Source: an optimization exercise on an open RTL-to-GDS flow (aim: small area and a short achievable clock period). Production flows keep margins and buffers that such runs may drop. Where RTL was checked, it was by simulation tests only, not by an equivalence proof against the original. No functional check of the RTL was part of run 2. Power figures rest on the tool's default switching activity, not on a simulated workload.

<file path="run.sh">
#!/bin/bash
# synth_recipe.tcl (not shown) runs the flow's synth.tcl, then flattens the netlist and writes it again
# the make line also repeats each setting of config.mk as NAME=value (left out here)
make -C /OpenROAD-flow-scripts/flow DESIGN_CONFIG=/design/flow/config.mk WORK_HOME=/design/flow/orfs CLKGATE_MAP_FILE= SYNTH_SCRIPT=/design/flow/synth_recipe.tcl finish
</file>
<file path="config.mk">
export PLATFORM = sky130hd
export DESIGN_NAME = reg_alu
export DESIGN_NICKNAME = reg_alu
export VERILOG_FILES = /design/flow/design.v
export SDC_FILE = /design/flow/constraint.sdc
export NUM_CORES = 4
export LEC_CHECK = 0
export ABC_CLOCK_PERIOD_IN_PS = 5000
export CAP_MARGIN = 20
export CORE_MARGIN = 2
export CORE_UTILIZATION = 40
export SETUP_SLACK_MARGIN = 4
export SLEW_MARGIN = 20
</file>
<file path="constraint.sdc">
create_clock -name core_clock -period 12.0 [get_ports {clk}]
set_input_delay 2.4000 -clock core_clock [delete_from_list [all_inputs] [get_ports {clk}]]
set_output_delay 2.4000 -clock core_clock [all_outputs]
set_load 0.01 [all_outputs]
</file>
<file path="design.v">
module alu(input wire [1:0] op,input wire [15:0]i0,i1,output wire [15:0] o,output wire cout);
	wire [14:0] c;
	alu_slice _i0(op,i0[0],i1[0],op[0],o[0],c[0]);
	alu_slice _i1(op,i0[1],i1[1],c[0],o[1],c[1]);
	alu_slice _i2(op,i0[2],i1[2],c[1],o[2],c[2]);
	alu_slice _i3(op,i0[3],i1[3],c[2],o[3],c[3]);
	alu_slice _i4(op,i0[4],i1[4],c[3],o[4],c[4]);
	alu_slice _i5(op,i0[5],i1[5],c[4],o[5],c[5]);	
	alu_slice _i6(op,i0[6],i1[6],c[5],o[6],c[6]);
	alu_slice _i7(op,i0[7],i1[7],c[6],o[7],c[7]);	
	alu_slice _i8(op,i0[8],i1[8],c[7],o[8],c[8]);
	alu_slice _i9(op,i0[9],i1[9],c[8],o[9],c[9]);	
	alu_slice _i10(op,i0[10],i1[10],c[9],o[10],c[10]);
	alu_slice _i11(op,i0[11],i1[11],c[10],o[11],c[11]);
	alu_slice _i12(op,i0[12],i1[12],c[11],o[12],c[12]);
	alu_slice _i13(op,i0[13],i1[13],c[12],o[13],c[13]);
	alu_slice _i14(op,i0[14],i1[14],c[13],o[14],c[14]);
	alu_slice _i15(op,i0[15],i1[15],c[14],o[15],cout);
endmodule
module fa(input wire i0,i1,cin,output wire sum,cout);
	wire t0,t1,t2;
	xor _i0(sum,i0,i1,cin);
	and _i1(t0,i0,i1);
	and _i2(t1,i1,cin);
	and _t3(t2,cin,i0);
	or _i4(cout,t0,t1,t2);
endmodule 
module addsub(input wire addsub,i0,i1,cin,output wire sumdiff,cout);
	wire t;
	xor _i1(t,i1,addsub);
	fa _i0(i0,t,cin,sumdiff,cout);
endmodule
module alu_slice(input wire[1:0] op,input wire i0,i1,cin,output wire o,cout);
	wire t_sumdiff,t_and,t_or,t_andor;
	addsub _i0(op[0],i0,i1,cin,t_sumdiff,cout);
	and _i1(t_and,i0,i1);
	or _i2(t_or,i0,i1);
	mux2 _i3(t_and,t_or,op[0],t_andor);
	mux2 _i4(t_sumdiff,t_andor,op[1],o);
endmodule
module mux2(D0, D1, S, Y);
output Y;
input D0, D1, S;
wire T1, T2, Sbar;
and (T1, D1, S), (T2, D0, Sbar);
not (Sbar, S);
or (Y, T1, T2);
endmodule
module invert (input wire i, output wire o);
   assign o = !i;
endmodule
module and2 (input wire i0, i1, output wire o);
  assign o = i0 & i1;
endmodule
module or2 (input wire i0, i1, output wire o);
  assign o = i0 | i1;
endmodule
module xor2 (input wire i0, i1, output wire o);
  assign o = i0 ^ i1;
endmodule
module nand2 (input wire i0, i1, output wire o);
   wire t;
   and2 and2_0 (i0, i1, t);
   invert invert_0 (t, o);
endmodule
module nor2 (input wire i0, i1, output wire o);
   wire t;
   or2 or2_0 (i0, i1, t);
   invert invert_0 (t, o);
endmodule
module xnor2 (input wire i0, i1, output wire o);
   wire t;
   xor2 xor2_0 (i0, i1, t);
   invert invert_0 (t, o);
endmodule
module and3 (input wire i0, i1, i2, output wire o);
   wire t;
   and2 and2_0 (i0, i1, t);
   and2 and2_1 (i2, t, o);
endmodule
module or3 (input wire i0, i1, i2, output wire o);
   wire t;
   or2 or2_0 (i0, i1, t);
   or2 or2_1 (i2, t, o);
endmodule
module nor3 (input wire i0, i1, i2, output wire o);
   wire t;
   or2 or2_0 (i0, i1, t);
   nor2 nor2_0 (i2, t, o);
endmodule
module nand3 (input wire i0, i1, i2, output wire o);
   wire t;
   and2 and2_0 (i0, i1, t);
   nand2 nand2_1 (i2, t, o);
endmodule
module xor3 (input wire i0, i1, i2, output wire o);
   wire t;
   xor2 xor2_0 (i0, i1, t);
   xor2 xor2_1 (i2, t, o);
endmodule
module xnor3 (input wire i0, i1, i2, output wire o);
   wire t;
   xor2 xor2_0 (i0, i1, t);
   xnor2 xnor2_0 (i2, t, o);
endmodule
module mux4 (input wire [0:3] i, input wire j1, j0, output wire o);
  wire  t0, t1;
  mux2 mux2_0 (i[0], i[1], j1, t0);
  mux2 mux2_1 (i[2], i[3], j1, t1);
  mux2 mux2_2 (t0, t1, j0, o);
endmodule
module mux8 (input wire [0:7] i, input wire j2, j1, j0, output wire o);
  wire  t0, t1;
  mux4 mux4_0 (i[0:3], j2, j1, t0);
  mux4 mux4_1 (i[4:7], j2, j1, t1);
  mux2 mux2_0 (t0, t1, j0, o);
endmodule
module demux2 (input wire i, j, output wire o0, o1);
  assign o0 = (j==0)?i:1'b0;
  assign o1 = (j==1)?i:1'b0;
endmodule
module demux4 (input wire i, j1, j0, output wire [0:3] o);
  wire  t0, t1;
  demux2 demux2_0 (i, j1, t0, t1);
  demux2 demux2_1 (t0, j0, o[0], o[1]);
  demux2 demux2_2 (t1, j0, o[2], o[3]);
endmodule
module demux8 (input wire i, j2, j1, j0, output wire [0:7] o);
  wire  t0, t1;
  demux2 demux2_0 (i, j2, t0, t1);
  demux4 demux4_0 (t0, j1, j0, o[0:3]);
  demux4 demux4_1 (t1, j1, j0, o[4:7]);
endmodule
module df (input wire clk, in, output wire out);
  reg df_out;
  always@(posedge clk) df_out <= in;
  assign out = df_out;
endmodule
module dfr (input wire clk, reset, in, output wire out);
  wire reset_, df_in;
  invert invert_0 (reset, reset_);
  and2 and2_0 (in, reset_, df_in);
  df df_0 (clk, df_in, out);
endmodule
module dfrl (input wire clk, reset, load, in, output wire out);
  wire _in;
  mux2 mux2_0(out, in, load, _in);
  dfr dfr_1(clk, reset, _in, out);
endmodule
module reg16(input wire clk,reset,load,input wire [15:0]din,output wire [15:0]r);
	dfrl d0(clk,reset,load,din[0],r[0]);
	dfrl d1(clk,reset,load,din[1],r[1]);
	dfrl d2(clk,reset,load,din[2],r[2]);
	dfrl d3(clk,reset,load,din[3],r[3]);
	dfrl d4(clk,reset,load,din[4],r[4]);
	dfrl d5(clk,reset,load,din[5],r[5]);
	dfrl d6(clk,reset,load,din[6],r[6]);
	dfrl d7(clk,reset,load,din[7],r[7]);
	dfrl d8(clk,reset,load,din[8],r[8]);
	dfrl d9(clk,reset,load,din[9],r[9]);
	dfrl d10(clk,reset,load,din[10],r[10]);
	dfrl d11(clk,reset,load,din[11],r[11]);
	dfrl d12(clk,reset,load,din[12],r[12]);
	dfrl d13(clk,reset,load,din[13],r[13]);
	dfrl d14(clk,reset,load,din[14],r[14]);
	dfrl d15(clk,reset,load,din[15],r[15]);
endmodule
module reg_file (input wire clk, reset, wr, input wire [2:0] rd_addr_a, rd_addr_b, wr_addr, input wire [15:0] d_in, output wire [15:0] d_out_a, d_out_b);
	wire [0:7]load;
	wire [0:15]r0,r1,r2,r3,r4,r5,r6,r7;
	demux8 dmx(wr,wr_addr[2],wr_addr[1],wr_addr[0],load);
	reg16 reg0(clk,reset,load[0],d_in,r0);
	reg16 reg1(clk,reset,load[1],d_in,r1);
	reg16 reg2(clk,reset,load[2],d_in,r2);
	reg16 reg3(clk,reset,load[3],d_in,r3);
	reg16 reg4(clk,reset,load[4],d_in,r4);
	reg16 reg5(clk,reset,load[5],d_in,r5);
	reg16 reg6(clk,reset,load[6],d_in,r6);
	reg16 reg7(clk,reset,load[7],d_in,r7);
	mux128_16 mm0(r0,r1,r2,r3,r4,r5,r6,r7,rd_addr_a[2],rd_addr_a[1],rd_addr_a[0],d_out_a);
	mux128_16 mm1(r0,r1,r2,r3,r4,r5,r6,r7,rd_addr_b[2],rd_addr_b[1],rd_addr_b[0],d_out_b);
endmodule
module mux128_16(input wire [15:0]i0,i1,i2,i3,i4,i5,i6,i7,input wire s0,s1,s2,output wire [15:0]o);
	mux8 mx0({i0[0],i1[0],i2[0],i3[0],i4[0],i5[0],i6[0],i7[0]},s2,s1,s0,o[0]);
	mux8 mx1({i0[1],i1[1],i2[1],i3[1],i4[1],i5[1],i6[1],i7[1]},s2,s1,s0,o[1]);
	mux8 mx2({i0[2],i1[2],i2[2],i3[2],i4[2],i5[2],i6[2],i7[2]},s2,s1,s0,o[2]);
	mux8 mx3({i0[3],i1[3],i2[3],i3[3],i4[3],i5[3],i6[3],i7[3]},s2,s1,s0,o[3]);
	mux8 mx4({i0[4],i1[4],i2[4],i3[4],i4[4],i5[4],i6[4],i7[4]},s2,s1,s0,o[4]);
	mux8 mx5({i0[5],i1[5],i2[5],i3[5],i4[5],i5[5],i6[5],i7[5]},s2,s1,s0,o[5]);
	mux8 mx6({i0[6],i1[6],i2[6],i3[6],i4[6],i5[6],i6[6],i7[6]},s2,s1,s0,o[6]);
	mux8 mx7({i0[7],i1[7],i2[7],i3[7],i4[7],i5[7],i6[7],i7[7]},s2,s1,s0,o[7]);
	mux8 mx8({i0[8],i1[8],i2[8],i3[8],i4[8],i5[8],i6[8],i7[8]},s2,s1,s0,o[8]);
	mux8 mx9({i0[9],i1[9],i2[9],i3[9],i4[9],i5[9],i6[9],i7[9]},s2,s1,s0,o[9]);
	mux8 mx10({i0[10],i1[10],i2[10],i3[10],i4[10],i5[10],i6[10],i7[10]},s2,s1,s0,o[10]);
	mux8 mx11({i0[11],i1[11],i2[11],i3[11],i4[11],i5[11],i6[11],i7[11]},s2,s1,s0,o[11]);
	mux8 mx12({i0[12],i1[12],i2[12],i3[12],i4[12],i5[12],i6[12],i7[12]},s2,s1,s0,o[12]);
	mux8 mx13({i0[13],i1[13],i2[13],i3[13],i4[13],i5[13],i6[13],i7[13]},s2,s1,s0,o[13]);
	mux8 mx14({i0[14],i1[14],i2[14],i3[14],i4[14],i5[14],i6[14],i7[14]},s2,s1,s0,o[14]);
	mux8 mx15({i0[15],i1[15],i2[15],i3[15],i4[15],i5[15],i6[15],i7[15]},s2,s1,s0,o[15]);
endmodule
module mux2for16(input wire [15:0] din_regular, alu_out, input wire selector, output wire [15:0]din_final);
	mux2 m0(din_regular[0], alu_out[0], selector, din_final[0]);
	mux2 m1(din_regular[1], alu_out[1], selector, din_final[1]);
	mux2 m2(din_regular[2], alu_out[2], selector, din_final[2]);
	mux2 m3(din_regular[3], alu_out[3], selector, din_final[3]);
	mux2 m4(din_regular[4], alu_out[4], selector, din_final[4]);
	mux2 m5(din_regular[5], alu_out[5], selector, din_final[5]);
	mux2 m6(din_regular[6], alu_out[6], selector, din_final[6]);
	mux2 m7(din_regular[7], alu_out[7], selector, din_final[7]);
	mux2 m8(din_regular[8], alu_out[8], selector, din_final[8]);
	mux2 m9(din_regular[9], alu_out[9], selector, din_final[9]);
	mux2 m10(din_regular[10], alu_out[10], selector, din_final[10]);
	mux2 m11(din_regular[11], alu_out[11], selector, din_final[11]);
	mux2 m12(din_regular[12], alu_out[12], selector, din_final[12]);
	mux2 m13(din_regular[13], alu_out[13], selector, din_final[13]);
	mux2 m14(din_regular[14], alu_out[14], selector, din_final[14]);
	mux2 m15(din_regular[15], alu_out[15], selector, din_final[15]);
endmodule
module reg_alu (input wire clk, reset, sel, wr, input wire [1:0] op, input wire [2:0] rd_addr_a,
		rd_addr_b, wr_addr, input wire [15:0] d_in, output wire [15:0] d_out_a, d_out_b, output wire cout);
	wire [15:0] alu_out;
	wire [15:0] newdin;
	mux2for16 select(d_in, alu_out, sel, newdin);
	reg_file new_reg(clk, reset, wr, rd_addr_a, rd_addr_b, wr_addr, newdin, d_out_a, d_out_b);
	alu calc(op, d_out_a, d_out_b, alu_out, cout);
endmodule
</file>
==> impl_metrics.csv, run 1 <==
group,metric,value,unit
clock_network,postCtsHoldBufs,0,
sta,tightestPinTransition,1.15,ns
critical_path,crit_slowest_cell,"mux4_2",
critical_path,worstPathCellList,"buf_12, mux4_2, mux2i_4, xnor2_2, fa_2, inv_2, fa_2, fa_2, fa_2, fa_2, fa_2, fa_2, fa_2, fa_2, fa_2, fa_2, fa_2, fa_2, fa_2, fa_2, inv_2, clkdlybuf4s15_2",
global_routing,grt_pass1_wl,36.9,mm
critical_path,crit_type,"in -> out",
floorplan,fp.dieH,146,um
sta,rsz0062_at_grt,"yes",
critical_path,cp_data_required_time,9.60,ns
critical_path,end_kind,"output pin",
synthesis,ys.flop_type,"dfxtp_1",
synthesis,synth-edff-count,0,
critical_path,worst_ep_arrival_time,8.92,ns
power_and_ir_drop,p_int,810,uW
synthesis,synth_most_common_cell,"nand2_1",
floorplan,die-area,21500,sq um
power_and_ir_drop,power_density,115,nW/um^2
placed_design,gp_congestion,0.849,
placed_design,port_buffers,63,
power_and_ir_drop,cellLeakagePower,3.60,nW
floorplan,num_rows,52,
power_and_ir_drop,seqPwrFrac,40.1,%
synthesis,async_flop_share,0,%
synthesis,ys_seq_area_share,31.6,%
power_and_ir_drop,p_comb_share,15.9,%
placed_design,place_area,8750,sq um
critical_path,path_buf_inv,4,
synthesis,ys_top_cells_by_count,"nand2_1 (253), dfxtp_1 (128), a21oi_1 (114)",
sta,hold_viol,0,
placed_design,dp_worst_setup_slack,0.150,ns
floorplan,io_pins,64,
final_layout,nFillCells,1868,
synthesis,ys_warn_count,1,
final_layout,finalNonFillerCells,1201,
sta,post-route-min-period,11.32,ns
sta,holdWs,0.469,ns
sta,setup_ws,0.679,ns
final_layout,areaGrowthSynthToFinish,18.4,%
power_and_ir_drop,power_frac_clock,44.0,%
hold_path,hold_path.class,"reg -> reg",
critical_path,crit_path_frequent_cell,"fa_2",
synthesis,synth_top_area_share,31.6,%
drt,vias,6639,
final_layout,num_antenna_cells,0,
final_layout,utilization,47.8,%
final_layout,fin_area,9610,sq um
synthesis,syn_area_per_cell,9.01,sq um
sta,slew_headroom,23.0,%
sta,tns,0,ns
synthesis,yosysTopAreaCell,"dfxtp_1",
clock_network,htreeDepth,4,
synthesis,synth_cell_types,36,
global_routing,grt_max_degree,66,
clock_network,clock_sinks,128,
drt,vias_per_cell,5.53,
outcome,outcome,"no timing/DRC/antenna violations",
global_routing,grt_antenna_before_repair,2,
synthesis,netlist_area,8120,sq um
floorplan,die-width,146,um
sta,finalCritPeriodShare,94.3,%
power_and_ir_drop,switching_share,26.7,%
floorplan,start_util,40.4,%
drt,first_pass_iters,5,
global_routing,gr-usage-all-layers,22.3,%
synthesis,syn_nets,947,
power_and_ir_drop,power,1.10,mW
clock_network,clk_pin_slew,0.05,ns
drt,dr.first_iter.drc_count,567,
placed_design,dp.cells,1166,
clock_network,clk_latency,0.42,ns
global_routing,overflow,0,
drt,wl_per_cell,19.8,um
drt,wl,23.8,mm
critical_path,path_delay_family,"adder cells",
critical_path,max_stage_delay,0.55,ns
flow_run,drv_cap,0,
clock_network,cts_tree,"done",
clock_network,cts_buffer_depth,2,
final_layout,final_nets,966,
drt,drcViolationCount,0,
synthesis,syn_inst,901,
sta,finalSetupViolCount,0,
placed_design,hpwl,15.9,mm
power_and_ir_drop,vdd_drop_max,0.0000604,V
clock_network,numCtsBuffers,17,
final_layout,layout-drive-gt1-share,20.6,%
global_routing,grt_pass1_vias,6360,
clock_network,cts_root_buf,"clkbuf_16",
power_and_ir_drop,switchingPower,295,uW
critical_path,start_kind,"primary input",
critical_path,path_max_fanout,6,
sta,fmax,88.3,MHz
drt,ant_nets,0,
synthesis,synth_seq_cells,128,
synthesis,synthTopCellsByArea,"dfxtp_1 (32%), nand2_1 (12%), mux4_2 (11%)",
sta,drv_slew,0,
sta,fin_skew,0.0103,ns
floorplan,core_region_area,20100,sq um
[layer usage]
metal / track usage (%) / share of wire [%] / up-vias
met3: 4.59 / 7.6 / 26
met2: 34.2 / 45 / 262
met1: 32.3 / 46 / 3225
met5: 0 / 0.11 / -
met4: 5.78 / 1.0 / 4
li1: - / - / 3122
[placed cells by master, fill, tap and decap left out, drive strengths merged, types with 5 or more instances in the layout]
cell type,Yosys,routed
clkinv,1,5
maj3,14,14
fa,15,15
mux2i,39,39
clkbuf,37,25
buf,59,37
nand2,253,253
o21ai,25,25
nor2b,8,8
mux4,59,59
a21oi,114,114
a22oi,11,11
clkdlybuf4s50,0,55
a31oi,13,13
nor2,41,41
inv,37,37
xnor2,15,15
nand2b,5,5
a211oi,8,8
nand3,7,7
dfxtp,128,128
[path summary, 6_finish.rpt]
path / startpoint / to / slack (ns) / depth (start not counted)
hold reg to reg: new_reg.reg4.d4.dfr_1.df_0.df_out / new_reg.reg4.d4.dfr_1.df_0.df_out / 0.47 / 2
setup / recovery: rd_addr_b[0] / cout / 0.68 / 22
setup reg to reg: new_reg.reg7.d1.dfr_1.df_0.df_out / new_reg.reg3.d15.dfr_1.df_0.df_out / 4.67 / 24
hold / removal: new_reg.reg4.d4.dfr_1.df_0.df_out / new_reg.reg4.d4.dfr_1.df_0.df_out / 0.47 / 2
[power groups by stage]
stage / Clock, mW / Combinational [mW] / Sequential (mW)
floorplan: 0 / 0.120 / 0.448
global placement: 0 / 0.161 / 0.451
detailed placement: 0 / 0.162 / 0.451
CTS: 0.490 / 0.170 / 0.442
global route: 0.508 / 0.189 / 0.443
finish: 0.486 / 0.175 / 0.443
[kinds of logic (layout without fill, tap and decap cells)]
family / after synthesis / count (layout) / synth area share, %
compound gates: 174 / 174 / 14.1
xor+xnor: 15 / 15 / 1.62
fa+ha+maj: 29 / 29 / 5.46
buf+inv: 134 / 164 / 9.38
flops: 128 / 128 / 31.6
mux: 98 / 98 / 22.1
simple gates: 323 / 323 / 15.7
[timing repair]
item                       in CTS  in global routing
setup endpoints to repair      33                 34
pin swaps                       7                 11
resized for setup              46                 31
buffers inserted                3                  2
[cell type report]
| cell class | count | area, sq um | area share, % |
|---|---|---|---|
| Clock buffer | 24 | 492 | 5.12 |
| Timing Repair Buffer | 96 | 907 | 9.44 |
| Tap cell | 270 | 338 | 3.52 |
| Sequential cell | 128 | 2560 | 26.7 |
| Multi-Input combinational cell | 639 | 5110 | 53.2 |
| Inverter | 38 | 143 | 1.48 |
| Clock inverter | 6 | 57.6 | 0.599 |
[worst min-delay path, cell delays in order (launching register included)]
cell     delay, ns
dfxtp_1       0.32
nand2_1       0.05
a21oi_1       0.05
==> run 2: changes to the inputs <==
==> design.v (replaced) <==
module alu (input wire reset, sel, input wire [1:0] op, input wire [15:0] a, b, d,
	    output wire [15:0] w, output wire cout);
	wire inv = op[0] & ~op[1];
	wire [15:0] bx = b ^ {16{inv}};
	wire [15:0] g = a & bx;
	wire [15:0] t = a | bx;
	wire [15:0] p = a ^ bx;
	wire [16:0] c;
	wire [3:0] gg, pp;
	assign c[0] = inv;
	genvar k;
	generate
		for (k = 0; k < 4; k = k + 1) begin : grp
			wire [3:0] gi = g[4*k +: 4], ti = t[4*k +: 4];
			assign gg[k] = gi[3] | (ti[3] & gi[2]) | (ti[3] & ti[2] & gi[1]) | (ti[3] & ti[2] & ti[1] & gi[0]);
			assign pp[k] = &ti;
			assign c[4*k+1] = gi[0] | (ti[0] & c[4*k]);
			assign c[4*k+2] = gi[1] | (ti[1] & gi[0]) | (ti[1] & ti[0] & c[4*k]);
			assign c[4*k+3] = gi[2] | (ti[2] & gi[1]) | (ti[2] & ti[1] & gi[0]) | (ti[2] & ti[1] & ti[0] & c[4*k]);
		end
	endgenerate
	assign c[4]  = gg[0] | (pp[0] & c[0]);
	assign c[8]  = gg[1] | (pp[1] & gg[0]) | (pp[1] & pp[0] & c[0]);
	assign c[12] = gg[2] | (pp[2] & gg[1]) | (pp[2] & pp[1] & gg[0]) | (pp[2] & pp[1] & pp[0] & c[0]);
	assign c[16] = gg[3] | (pp[3] & gg[2]) | (pp[3] & pp[2] & gg[1]) | (pp[3] & pp[2] & pp[1] & gg[0])
	             | (pp[3] & pp[2] & pp[1] & pp[0] & c[0]);
	assign cout = c[16];
	wire [15:0] s = p ^ c[15:0];
	wire [15:0] r = op[1] ? (op[0] ? t : g) : s;
	assign w = (sel ? r : d) & {16{~reset}};
endmodule
module wrdec (input wire reset, wr, input wire [2:0] addr, output wire [7:0] ld, nld);
	genvar i;
	generate
		for (i = 0; i < 8; i = i + 1) begin : g
			assign ld[i] = (wr & (addr == i)) | reset;
			assign nld[i] = ~ld[i];
		end
	endgenerate
endmodule
module dec3 (input wire [2:0] addr, output wire [7:0] y);
	genvar i;
	generate
		for (i = 0; i < 8; i = i + 1) begin : g
			assign y[i] = (addr == i);
		end
	endgenerate
endmodule
module hold16 (input wire ld, nld, input wire [15:0] d, q, output wire [15:0] y);
	assign y = ({16{ld}} & d) | ({16{nld}} & q);
endmodule
module rdmux (input wire [7:0] sel, input wire [127:0] q, output wire [15:0] o);
	assign o = ({16{sel[0]}} & q[15:0])    | ({16{sel[1]}} & q[31:16])
	         | ({16{sel[2]}} & q[47:32])   | ({16{sel[3]}} & q[63:48])
	         | ({16{sel[4]}} & q[79:64])   | ({16{sel[5]}} & q[95:80])
	         | ({16{sel[6]}} & q[111:96])  | ({16{sel[7]}} & q[127:112]);
endmodule
module reg_alu (input wire clk, reset, sel, wr, input wire [1:0] op, input wire [2:0] rd_addr_a,
		rd_addr_b, wr_addr, input wire [15:0] d_in, output wire [15:0] d_out_a, d_out_b, output wire cout);
	wire [15:0] wdata;
	wire [7:0] ld, nld, ra, rb;
	wire [127:0] y;
	reg [15:0] r0, r1, r2, r3, r4, r5, r6, r7;
	wire [127:0] q = {r7, r6, r5, r4, r3, r2, r1, r0};
	wrdec wdec (.reset(reset), .wr(wr), .addr(wr_addr), .ld(ld), .nld(nld));
	dec3 adec (.addr(rd_addr_a), .y(ra));
	dec3 bdec (.addr(rd_addr_b), .y(rb));
	genvar i;
	generate
		for (i = 0; i < 8; i = i + 1) begin : row
			hold16 h (.ld(ld[i]), .nld(nld[i]), .d(wdata), .q(q[16*i +: 16]), .y(y[16*i +: 16]));
		end
	endgenerate
	always @(posedge clk) begin
		r0 <= y[15:0];
		r1 <= y[31:16];
		r2 <= y[47:32];
		r3 <= y[63:48];
		r4 <= y[79:64];
		r5 <= y[95:80];
		r6 <= y[111:96];
		r7 <= y[127:112];
	end
	rdmux ma (.sel(ra), .q(q), .o(d_out_a));
	rdmux mb (.sel(rb), .q(q), .o(d_out_b));
	alu calc (.reset(reset), .sel(sel), .op(op), .a(d_out_a), .b(d_out_b), .d(d_in), .w(wdata), .cout(cout));
endmodule
--- a/config.mk
+++ b/config.mk
@@ -13 +13,2 @@
 export SLEW_MARGIN = 20
+export SYNTH_HIERARCHICAL = 1
==> run 2 against run 1 <==
  * Clock power about the same
  * Sequential share of layout area is 1.9 points higher
  * Synthesized area fell by 5.8%
==> impl_metrics.csv, run 2 <==
group,metric,value,unit
floorplan,io_pins,64,
synthesis,synth_cell_types,53,
clock_network,htreeDepth,4,
flow_run,drv_cap,0,
power_and_ir_drop,power,1.44,mW
placed_design,hpwl,17.4,mm
floorplan,start_util,40.8,%
critical_path,crit_type,"in -> out",
critical_path,worst_ep_arrival_time,5.45,ns
outcome,outcome,"no timing/DRC/antenna violations",
critical_path,reg2reg_from,"r6[0]",
clock_network,cts_buffer_depth,2,
global_routing,grt_max_degree,33,
synthesis,yosysTopAreaCell,"dfxtp_1",
global_routing,overflow,0,
critical_path,r2r-end,"r4[13]",
synthesis,synth-edff-count,0,
global_routing,gr-usage-met3,6.22,%
global_routing,top_usage_layer,"met2",
power_and_ir_drop,power_density,161,nW/um^2
drt,vias,7053,
critical_path,start_kind,"primary input",
synthesis,synth_most_common_cell,"dfxtp_1",
sta,tns,0,ns
synthesis,syn_area_per_cell,10.0,sq um
critical_path,cp_data_required_time,9.60,ns
power_and_ir_drop,cellLeakagePower,3.62,nW
synthesis,syn_inst,762,
global_routing,grt_pass1_vias,7028,
synthesis,netlist_area,7650,sq um
critical_path,ff2ff_path_depth,14,
critical_path,end_kind,"output pin",
placed_design,port_buffers,63,
sta,slew_headroom,19.6,%
final_layout,num_antenna_cells,0,
synthesis,syn_nets,825,
sta,fmax,127,MHz
synthesis,ys_warn_count,7,
clock_network,clk_latency,0.43,ns
floorplan,core_region_area,18800,sq um
final_layout,layout-drive-gt1-share,22.7,%
final_layout,layout_common_cells,"dfxtp_1 (128), a22oi_1 (118), a22o_1 (80)",
power_and_ir_drop,vdd_drop_max,0.0000969,V
clock_network,numCtsBuffers,17,
floorplan,die-area,20300,sq um
final_layout,final_common_cell,"dfxtp_1",
hold_path,holdPathStages,1,
synthesis,synth_top_area_share,33.5,%
clock_network,cts_tree,"done",
critical_path,regToRegSetupSlack,7.27,ns
sta,drv_slew,0,
final_layout,final_nets,888,
synthesis,ys.flop_type,"dfxtp_1",
final_layout,utilization,47.8,%
drt,vias_per_cell,6.58,
drt,wl_per_cell,25.2,um
global_routing,gr-usage-met1,32.8,%
clock_network,clock_sinks,128,
final_layout,nFillCells,1731,
clock_network,clk_pin_slew,0.06,ns
clock_network,cts_root_buf,"clkbuf_16",
drt,wl,27.1,mm
sta,finalSetupViolCount,0,
sta,tightestPinTransition,1.21,ns
floorplan,num_rows,50,
placed_design,gp_congestion,0.923,
global_routing,grt_antenna_before_repair,0,
critical_path,path_max_fanout,9,
sta,post-route-min-period,7.85,ns
sta,fin_skew,0.00717,ns
synthesis,synthTopCellsByArea,"dfxtp_1 (33%), a22oi_1 (12%), a22o_1 (9.2%)",
global_routing,gr-usage-all-layers,26.6,%
global_routing,met2_usage,42.9,%
synthesis,ys_top_cells_by_count,"dfxtp_1 (128), a22oi_1 (122), a22o_1 (80)",
hold_path,hold_path.class,"reg -> reg",
floorplan,fp.dieH,142,um
drt,dr.first_iter.drc_count,779,
drt,first_pass_iters,6,
drt,drcViolationCount,0,
sta,finalCritPeriodShare,65.4,%
final_layout,areaGrowthSynthToFinish,17.4,%
hold_path,holdPathEnd,"r3[10]",
hold_path,hp-start,"r3[10]",
synthesis,synth_seq_cells,128,
global_routing,grt_pass1_wl,40.7,mm
sta,rsz0062_at_grt,"no",
drt,ant_nets,0,
floorplan,die-width,142,um
synthesis,ys_seq_area_share,33.5,%
sta,hold_viol,0,
synthesis,async_flop_share,0,%
run 2: cell count changes after synthesis, sizes merged, moves of 17 or more:
cell	previous run	this run
nand2	253	17
ha	0	29
nand4	2	33
a22oi	11	128
a21oi	114	18
a22o	0	128
mux4	59	0
mux2i	39	13
clkbuf	37	9
nor2	41	24
run 2: logic make-up (layout without fill, tap and decap cells):
family | Yosys count | after routing | share of synthesized area (%)
adder cells (fa/ha/maj) | 32 | 32 | 5.53
buffers and inverters | 122 | 198 | 13.1
multiplexers | 15 | 15 | 2.00
AO/OA/AOI/OAI | 328 | 328 | 34.7
XOR/XNOR | 23 | 23 | 2.63
AND/OR/NAND/NOR | 114 | 114 | 8.59
flip-flops | 128 | 128 | 33.5
run 2: layer usage:
metal	up-vias	share of wire [%]
met4	0	4.4
met3	97	8.8
met5	-	0
met2	464	47
li1	3081	-
met1	3411	40
run 2: what timing repair did:
item / 4_1_cts / 5_1_grt
resized for setup: 41 / 19
pin swaps: 10 / 7
hold buffers: 0 / 0
endpoints found under the setup margin: 1 / 1
setup buffers: 35 / 5
cloned: 0 / 1
run 2: worst max path at each step:
stage,start,end,slack [ns],cells after the start
5_1_grt,rd_addr_b[1],cout,4.01,15
2_1_floorplan,op[0],cout,4.24,13
4_1_cts,rd_addr_a[0],cout,4.06,15
6_report,rd_addr_b[0],cout,4.15,13
3_5_place_dp,rd_addr_b[0],cout,2.81,15
3_3_place_gp,rd_addr_b[0],cout,2.61,14
run 2: report_power, final:
group	internal, mW	switching, mW
Clock	0.294	0.190
Sequential	0.486	0.0557
Combinational	0.191	0.225
Total	0.971	0.470
run 2: critical path, stage by stage:
cell and delay, ns:
buf_2 0.15, nor3b_4 0.17, buf_6 0.14, a22oi_2 0.18, nand4_1 0.28, or3b_4 0.47, a2111o_1 0.48, a2111oi_4 0.50
nor4_4 0.08, o21ai_2 0.20, a21oi_1 0.10, o21bai_1 0.14, clkbuf_2 0.15
run 2: layout make-up:
cell class                 instances  area, sq um  area share (%)
tap                              234          293            3.26
clock buffer                      22          464            5.17
multi-input combinational        512         4260            47.4
clock inverter                    10         87.6           0.975
inverter                          41          154            1.71
timing repair buffer             125         1160            12.9
sequential                       128         2560            28.5
run 2: per-module statistics from Yosys (local to each module, per instance):
module	flip-flops and latches	cells inside	cell area, sq um
alu	0	242	1650
hold16	0	20	196
dec3	0	8	65.1
wrdec	0	24	180
rdmux	0	96	779
reg_alu	128	128	2560
run 2: through the flow:
stage / cells / setup slack [ns] / area, sq um / hold WS [ns]
after floorplan: 762 / 4.24 / 7650 / 0.464
after global placement: 997 / 2.61 / 7920 / 0.476
after detailed placement: 999 / 2.81 / 7950 / 0.483
after CTS: 1066 / 4.06 / 8910 / 0.502
after global routing: 1072 / 4.01 / 8980 / 0.521
final: 1072 / 4.15 / 8980 / 0.504

-- afterwards: timing with drivers on the ports --
The flow's constraints put no driver on any port. The routed layouts listed below were extracted and timed again, unchanged, in two steps. Step 1: set_driving_cell puts a clkbuf_16 on clk and a buf_2 on each other input, an assumption about the parent block. Step 2 also shifts input and output timing later by t, the mid clock arrival at the registers, as if the neighbouring blocks saw the same clock. Three values: ideal ports, drivers, drivers and shift; two values: the first two.
| run | t, ns | slack for setup (ns) | worst setup path at the end | latest minus earliest clock arrival (ns) | worst register clock-pin slew, ns |
|---|---|---|---|---|---|
| run 1 | 0.457 | 0.679 / 0.544 / 0.544 | input to output | 0.011 / 0.011 | 0.06 / 0.06 |
| run 2 | 0.470 | 4.149 / 4.128 / 4.128 | input to output | 0.007 / 0.007 | 0.06 / 0.06 |
After both steps setup and hold are still met in every run listed. The setup slack of run 1, which loses most, moves by -0.135 ns with the drivers and by -0.135 ns with both steps.
